Background: an optimization exercise with open tools, aiming at small area. Do not read the settings as production practice.
Function was checked by simulation only, so behaviour that the tests miss may differ from the original.
Power figures rest on the tool's default switching activity, not on a simulated workload.

==> flow/design.v (outline; a module is shown in full before it is edited, if it fits) <==
// module ps2_keyboard: 33 lines
// module keyboard: 43 lines
// module keycode_to_ascii: 15 lines
// module keycode_rom_logic: 211 lines
// module terminal: 73 lines
// module vga_ctrl: 41 lines
// module vga_bitmap: 14 lines
// module vga_font_logic: 2437 lines
// module vga_render: 14 lines
// module nvdl_term: 99 lines
module nvdl_term (
  input clk,
  input rst,
  input ps2_clk,
  input ps2_dat,
  output vram_we,
  output [11:0] vram_waddr,
  output [7:0] vram_wascii,
  output [2:0] vram_wfg,
  output [2:0] vram_wbg,
  output [11:0] vram_raddr,
  input [7:0] vram_rascii,
  input [2:0] vram_rfg,
  input [2:0] vram_rbg,
  output [3:0] vga_r,
  output [3:0] vga_g,
  output [3:0] vga_b,
  output vga_hs,
  output vga_vs,
  output vga_valid
);
  // ...
==> flow/flow/run.sh <==
#!/bin/bash
# Own flow: the standard synthesis, then the combinational logic between
# the (untouched) flip-flops is re-mapped by ABC for area, then the standard flow's
# standard layout from the floorplan on. Each tool's output goes to a log
# file in the work folder.
set -euo pipefail
WORK=$(pwd)
FL=$WORK/flow
R=$WORK/orfs/results/$FLOW_PLATFORM/nvdl_term/base
LIB=$FLOW_HOME/platforms/$FLOW_PLATFORM/lib/sky130_fd_sc_hd__tt_025C_1v80.lib
YOSYS=yosys
if [[ -x $FLOW_HOME/../tools/install/yosys/bin/yosys ]]; then
  YOSYS=$FLOW_HOME/../tools/install/yosys/bin/yosys
fi

bash standard.sh synth > $WORK/flow_synth.log 2>&1
cp $R/1_2_yosys.v $WORK/remap_in.v

# 2. re-map the combinational logic; sequential cells stay black boxes
SEQ=$(awk '/^ *cell *\(/{c=$0; gsub(/.*cell *\( *"?|"? *\).*/,"",c)} /^ *(ff|latch|statetable) *\(/{print c}' $LIB | sort -u)
DU=$(sed 's/^/-dont_use /' $FL/dont_use.txt | tr '\n' ' ')
{
  echo "read_liberty -ignore_miss_func $LIB"
  echo "read_verilog -defer $WORK/remap_in.v"
  echo "hierarchy -top $FLOW_TOP"
  for c in $SEQ; do
    if grep -q "$c " $WORK/remap_in.v; then echo "blackbox $c"; fi
  done
  echo "flatten"
  echo "opt_clean -purge"
  echo "tee -o $WORK/remap_stat_in.txt stat"
  echo "abc -liberty $LIB $DU -script $FL/remap.abc"
  echo "opt_clean -purge"
  echo "read_liberty -lib -overwrite -ignore_miss_func $LIB"
  echo "splitnets"
  echo "opt_clean -purge"
  echo "hilomap -singleton -hicell sky130_fd_sc_hd__conb_1 HI -locell sky130_fd_sc_hd__conb_1 LO"
  echo "insbuf -buf sky130_fd_sc_hd__buf_1 A X"
  echo "check -assert"
  echo "tee -o $WORK/remap_stat.txt stat -liberty $LIB"
  echo "write_verilog -noattr -nohex -nodec $WORK/remap_out.v"
} > $WORK/remap.ys
$YOSYS -s $WORK/remap.ys > $WORK/flow_remap.log 2>&1

# 3. standard layout on the re-mapped netlist
cp $WORK/remap_out.v $R/1_2_yosys.v
rm -f $R/1_synth.odb $R/1_synth.sdc
# port buffers: the smallest buffer instead of the library pick
export BUFFER_PORTS_ARGS="-buffer_cell sky130_fd_sc_hd__buf_1"
bash standard.sh > $WORK/flow_layout.log 2>&1
==> flow/flow/dont_use.txt <==
sky130_fd_sc_hd__probe_p_8
sky130_fd_sc_hd__probec_p_8
sky130_fd_sc_hd__lpflow_bleeder_1
sky130_fd_sc_hd__lpflow_clkbufkapwr_1
sky130_fd_sc_hd__lpflow_clkbufkapwr_16
sky130_fd_sc_hd__lpflow_clkbufkapwr_2
sky130_fd_sc_hd__lpflow_clkbufkapwr_4
sky130_fd_sc_hd__lpflow_clkbufkapwr_8
sky130_fd_sc_hd__lpflow_clkinvkapwr_1
sky130_fd_sc_hd__lpflow_clkinvkapwr_16
sky130_fd_sc_hd__lpflow_clkinvkapwr_2
sky130_fd_sc_hd__lpflow_clkinvkapwr_4
sky130_fd_sc_hd__lpflow_clkinvkapwr_8
sky130_fd_sc_hd__lpflow_decapkapwr_12
sky130_fd_sc_hd__lpflow_decapkapwr_3
sky130_fd_sc_hd__lpflow_decapkapwr_4
sky130_fd_sc_hd__lpflow_decapkapwr_6
sky130_fd_sc_hd__lpflow_decapkapwr_8
sky130_fd_sc_hd__lpflow_inputiso0n_1
sky130_fd_sc_hd__lpflow_inputiso0p_1
sky130_fd_sc_hd__lpflow_inputiso1n_1
sky130_fd_sc_hd__lpflow_inputiso1p_1
sky130_fd_sc_hd__lpflow_inputisolatch_1
sky130_fd_sc_hd__lpflow_isobufsrc_1
sky130_fd_sc_hd__lpflow_isobufsrc_16
sky130_fd_sc_hd__lpflow_isobufsrc_2
sky130_fd_sc_hd__lpflow_isobufsrc_4
sky130_fd_sc_hd__lpflow_isobufsrc_8
sky130_fd_sc_hd__lpflow_isobufsrckapwr_16
sky130_fd_sc_hd__lpflow_lsbuf_lh_hl_isowell_tap_1
sky130_fd_sc_hd__lpflow_lsbuf_lh_hl_isowell_tap_2
sky130_fd_sc_hd__lpflow_lsbuf_lh_hl_isowell_tap_4
sky130_fd_sc_hd__lpflow_lsbuf_lh_isowell_4
sky130_fd_sc_hd__lpflow_lsbuf_lh_isowell_tap_1
sky130_fd_sc_hd__lpflow_lsbuf_lh_isowell_tap_2
sky130_fd_sc_hd__lpflow_lsbuf_lh_isowell_tap_4
sky130_fd_sc_hd__fill_1
sky130_fd_sc_hd__fill_2
sky130_fd_sc_hd__fill_4
sky130_fd_sc_hd__fill_8
==> flow/flow/remap.abc <==
strash
dc2
balance -l; resub -K 6 -l; rewrite -l; resub -K 6 -N 2 -l; refactor -l; resub -K 8 -l; balance -l; resub -K 8 -N 2 -l; rewrite -l; resub -K 10 -l; rewrite -z -l; resub -K 10 -N 2 -l; balance -l; resub -K 12 -l; refactor -z -l; resub -K 12 -N 2 -l; rewrite -z -l; balance -l
dc2
balance -l; resub -K 6 -l; rewrite -l; resub -K 6 -N 2 -l; refactor -l; resub -K 8 -l; balance -l; resub -K 8 -N 2 -l; rewrite -l; resub -K 10 -l; rewrite -z -l; resub -K 10 -N 2 -l; balance -l; resub -K 12 -l; refactor -z -l; resub -K 12 -N 2 -l; rewrite -z -l; balance -l
dc2
balance -l; resub -K 6 -l; rewrite -l; resub -K 6 -N 2 -l; refactor -l; resub -K 8 -l; balance -l; resub -K 8 -N 2 -l; rewrite -l; resub -K 10 -l; rewrite -z -l; resub -K 10 -N 2 -l; balance -l; resub -K 12 -l; refactor -z -l; resub -K 12 -N 2 -l; rewrite -z -l; balance -l
&get -n
&dch -f
&nf -a -p -R 1000 -C 32 -F 8 -A 8
&put
strash
&get -n
&dch -f
&nf -a -p -R 1000 -C 32 -F 8 -A 8
&put
topo
==> flow/standard.sh <==
#!/bin/bash
# synth_recipe.tcl (not shown) runs the flow's synth.tcl, then flattens the netlist and writes it again
# the make line also repeats each setting of config.mk as NAME=value (left out here)
make -C /OpenROAD-flow-scripts/flow DESIGN_CONFIG=/design/flow/config.mk WORK_HOME=/design/flow/orfs CLKGATE_MAP_FILE= SYNTH_SCRIPT=/design/flow/synth_recipe.tcl "${@:-finish}"
==> flow/config.mk <==
export PLATFORM = sky130hd
export DESIGN_NAME = nvdl_term
export DESIGN_NICKNAME = nvdl_term
export VERILOG_FILES = /design/flow/design.v
export SDC_FILE = /design/flow/constraint.sdc
export NUM_CORES = 4
export LEC_CHECK = 0
export ABC_AREA = 1
export CAP_MARGIN = 20
export CELL_PAD_IN_SITES_DETAIL_PLACEMENT = 1
export CELL_PAD_IN_SITES_GLOBAL_PLACEMENT = 2
export CORE_MARGIN = 2
export CORE_UTILIZATION = 25
export PLACE_DENSITY = 0.45
export SLEW_MARGIN = 20
export SYNTH_MEMORY_MAX_BITS = 65536
==> flow/constraint.sdc <==
create_clock -name core_clock -period 12.0 [get_ports {clk}]
set_input_delay 2.4000 -clock core_clock [delete_from_list [all_inputs] [get_ports {clk}]]
set_output_delay 2.4000 -clock core_clock [all_outputs]
set_load 0.01 [all_outputs]
==> results.txt, run 1 <==
status finished clean; via density per instance 7.598; share of cells above drive strength 1 between 8 and 9%; multi-input logic cell count around 1500; commonest non-fill, non-tap cell in the layout nand2_1; Seq. cell area ~1900 µm²; Met2 Wirelength 39.95 mm; clk_skew around 0.01 ns; CP Launch Type register; GPL Wtd Cong between 1 and 1.5; Avg Synthesized Cell Area between 6 and 7 µm²; Layout clock area frac approximately 2.4%; routed vias between 15000 and 20000; Post-Route WL approximately 100 mm; clock sinks 87; First-pass DRT Iterations 14; Synth Warn # 4; Initial Util between 20% and 30%; ant diodes 6; DR top layer met5; I/O pin total 72; reg-to-reg endpoint terminal.wc_addr[6]; Worst Setup EP vga_b[0]; Final Core Density 30.25%; well tap count about 540
==> run 2: changes to the inputs <==
--- a/flow/config.mk
+++ b/flow/config.mk
@@ -11,6 +11,7 @@
 export CELL_PAD_IN_SITES_GLOBAL_PLACEMENT = 2
 export CORE_MARGIN = 2
 export CORE_UTILIZATION = 25
+export CTS_BUF_LIST = sky130_fd_sc_hd__clkbuf_8
 export PLACE_DENSITY = 0.45
 export SLEW_MARGIN = 20
 export SYNTH_MEMORY_MAX_BITS = 65536
==> run 2 against run 1 <==
Net effect:
- die area did not move
- non-clock buffer count fell by 1
- setup slack got worse by 0.097 ns
- sequential share of layout area rose by 0.14 points
- register-to-register slack got worse by 0.02 ns
- cell count fell by 0.13%
- first-iteration DRC count rose by 4.8%
- global-route usage barely moved
- critical path type unchanged
==> results.txt, run 2 <==
CTS clk-pin slew, worst paths 0.10 ns (was 0.08 ns); met3 wire len 16.89 mm (was 16.83 mm); DR top layer met5 (unchanged); postcts setup bufs 0 (unchanged); flop2flop setup slack 7.10 ns (was 7.12 ns); worst path bufs/invs 4 (unchanged); Avg Synthesized Cell Area 6.468 µm² (unchanged); via density per instance 7.679 (was 7.598); DP Wirelength 73.13 mm (unchanged); wire length on met1 37.52 mm (was 37.33 mm); Final Net Count 1818 (was 1819); vias in the first global route 16739 (was 16758); H-tree depth 3 (unchanged); commonest non-fill, non-tap cell in the layout nand2_1 (unchanged); I/O pin total 72 (unchanged); Most common cell on crit path nand2_1 (unchanged); CP Class reg2out (unchanged); setup violation total in the final timing report 0 (unchanged); share of cells above drive strength 1 8.643% (was 8.693%); Synth Warn # 4 (unchanged); Slew @ Worst Pin 1.372 ns (was 1.302 ns); RSZ-0062 raised after global routing no (unchanged); Final Hold Viols 0 (unchanged); Met2 Wirelength 40.31 mm (was 39.95 mm); largest net degree at the start of global routing 43 (unchanged); worst-case vdd ir drop 0.05620 mV (was 0.07816 mV); MaxCap Viol Count 0 (unchanged); Die W 209.4 µm (unchanged); leakage 3.986 nW (was 4.036 nW); residual DRC count 0 (unchanged); CP endpoint kind output port (unchanged); Post-Syn Instances 1630 (unchanged); f_max 94.07 MHz (was 94.94 MHz); PortBufs 64 (unchanged); latest clock arrival within the worst-skew pair 0.42 ns (was 0.38 ns); remaining antenna violation count 0 (unchanged); Min Hold Slack 0.3396 ns (was 0.3350 ns); Core Box Area 41760 µm² (unchanged); First-pass DRT Iterations 7 (was 14); root buffer cell clkbuf_8 (was clkbuf_16); pwr dens 89.19 nW/µm² (was 94.20 nW/µm²); most frequent cells in the layout 212 x nand2_1, 193 x nor2_1, 174 x a21oi_1 (unchanged); clk_skew 0.01262 ns (was 0.009750 ns); Largest register FFs 16 (unchanged); most flop-heavy register terminal.cnt (unchanged); area growth from synthesis to layout 18.73% (was 19.81%); CTS tree built (unchanged); routed vias 18030 (was 17862); Die Footprint 43830 µm² (unchanged); Initial Util 25.25% (unchanged); # resized after CTS 0 (unchanged); global-route wire length before repair 141.7 mm (about the same); clock sinks 87 (unchanged); initial DRC count 3599 (was 3433); critical path's top delay family compound AO/OA/AOI/OAI gates (unchanged); fin. max-slew vios 0 (unchanged); biggest regs terminal.cnt (16), ps2_keyboard.sh (11), vga_ctrl.vv (10) (unchanged); worst hold path type reg2reg (unchanged); critical-path maximum fanout 37 (unchanged); FP Rows 75 (unchanged); Relative slew margins 7.542% (was 10.98%); CP cell instances buf_4 > nor2_1 > nor2_1 > and2_0 > a21oi_1 > o21ai_0 > and2_0 > buf_4 > nand2_1 > nand2_1 > a21oi_1 > o22ai_1 > nand2_1 > a31oi_1 > a2111oi_0 > a31oi_1 > nand2_1 > a211oi_1 > a311oi_1 > a31oi_1 > buf_4 > a21oi_1 > buf_1 (unchanged); Final period util 88.58% (was 87.77%); TNS Setup 0 ns (unchanged); gr ovfl total 0 (unchanged); # hold bufs at CTS 0 (unchanged); Crit-path slowest cell a2111oi_0 (unchanged); DR WL/cell 44.83 µm (was 44.63 µm); CP max stage delay 1.14 ns (was 1.13 ns); mapped cell area 10540 µm² (unchanged); Worst EP arrival 8.23 ns (was 8.13 ns); Post-Route WL 105.3 mm (was 104.9 mm); GRT Total Usage 46.60% (was 46.61%); CP required 9.60 ns (about the same); Clock Path Buffers 2 (unchanged); initial antenna violation count 7 (unchanged); GPL Wtd Cong 1.181 (unchanged); TritonCTS buffer count 9 (unchanged); Tmin final 10.63 ns (was 10.53 ns); status finished clean (unchanged); CP Launch Type register (unchanged); Chip Height 209.4 µm (unchanged)
==> run 2: per-stage QoR <==
| stage | setup WS [ns] | cells | instance area (µm²) | total power, W | util [%] |
|---|---|---|---|---|---|
| 2_1_floorplan | 3.555 | 1635 | 10560 | 0.0005332 | - |
| 3_3_place_gp | 2.169 | 2326 | 12290 | 0.0008535 | 29.43 |
| 3_5_place_dp | 2.335 | 2326 | 12300 | 0.0008362 | 29.44 |
| 4_1_cts | 2.211 | 2342 | 12490 | 0.001058 | 29.92 |
| 5_1_grt | 1.565 | 2344 | 12510 | 0.001115 | 29.95 |
| 6_report | 1.370 | 2348 | 12520 | 0.001116 | 29.97 |
==> run 2: path summary, 6_finish.rpt <==
| check | from | end | cells after the start |
|---|---|---|---|
| setup / recovery | vga_ctrl.mc[2] | vga_b[0] | 23 |
| hold reg to reg | ps2_keyboard.ps2_clk_sync[0] | ps2_keyboard.ps2_clk_sync[1] | 0 |
| hold / removal | ps2_keyboard.ps2_clk_sync[0] | ps2_keyboard.ps2_clk_sync[1] | 0 |
| setup reg to reg | keyboard.key[3] | terminal.wc_addr[6] | 20 |
==> run 2: cell type report <==
| class | instances | area (µm²) |
|---|---|---|
| inverters | 23 | 86.33 |
| repair buffers | 182 | 1131 |
| fillers | 5358 | 29240 |
| diodes | 4 | 10.01 |
| well taps | 539 | 674.4 |
| flip-flops and latches | 87 | 1927 |
| clock inverters | 7 | 73.82 |
| clock buffers | 9 | 123.9 |
| multi-input cells | 1497 | 8491 |
==> run 2: power breakdown <==
group	total, W	internal (W)	switching (W)
Sequential	0.000308	0.000302	0.00000664
Clock	0.000215	0.0000818	0.000133
Combinational	0.000593	0.000123	0.000470
Total	0.00112	0.000506	0.000610
==> run 2: per-layer routing <==
| layer | GRT usage, % | vias to the layer above |
|---|---|---|
| met5 | 1.224 | - |
| met4 | 35.37 | 10 |
| met3 | 26.14 | 665 |
| met2 | 64.41 | 1850 |
| met1 | 52.85 | 8751 |
| li1 | - | 6754 |

==> what the ideal ports hide <==
The results above use ideal ports. As a check the final layouts listed here were re-extracted and re-timed, cells and wires unchanged.
Step 1, drivers: a clkbuf_16 drives clk and a buf_2 each remaining input, both assumed.
Step 2 adds t to the input delays and takes it off the output delays; t is the mean of the earliest and latest rising clock arrival at the registers after step 1. Input paths then give back, and output paths get back, about the clock's delay inside the block.
Three values: ideal ports, drivers, drivers and shift; two values: the first two.
| run | t, ns | setup slack, ns | hold WS [ns] |
|---|---|---|---|
| run 1 | 0.434 | 1.467 / 1.406 / 1.576 | 0.335 / 0.335 / 0.335 |
| run 2 | 0.472 | 1.370 / 1.317 / 1.584 | 0.340 / 0.340 / 0.340 |
After both steps every run listed still meets setup and hold.
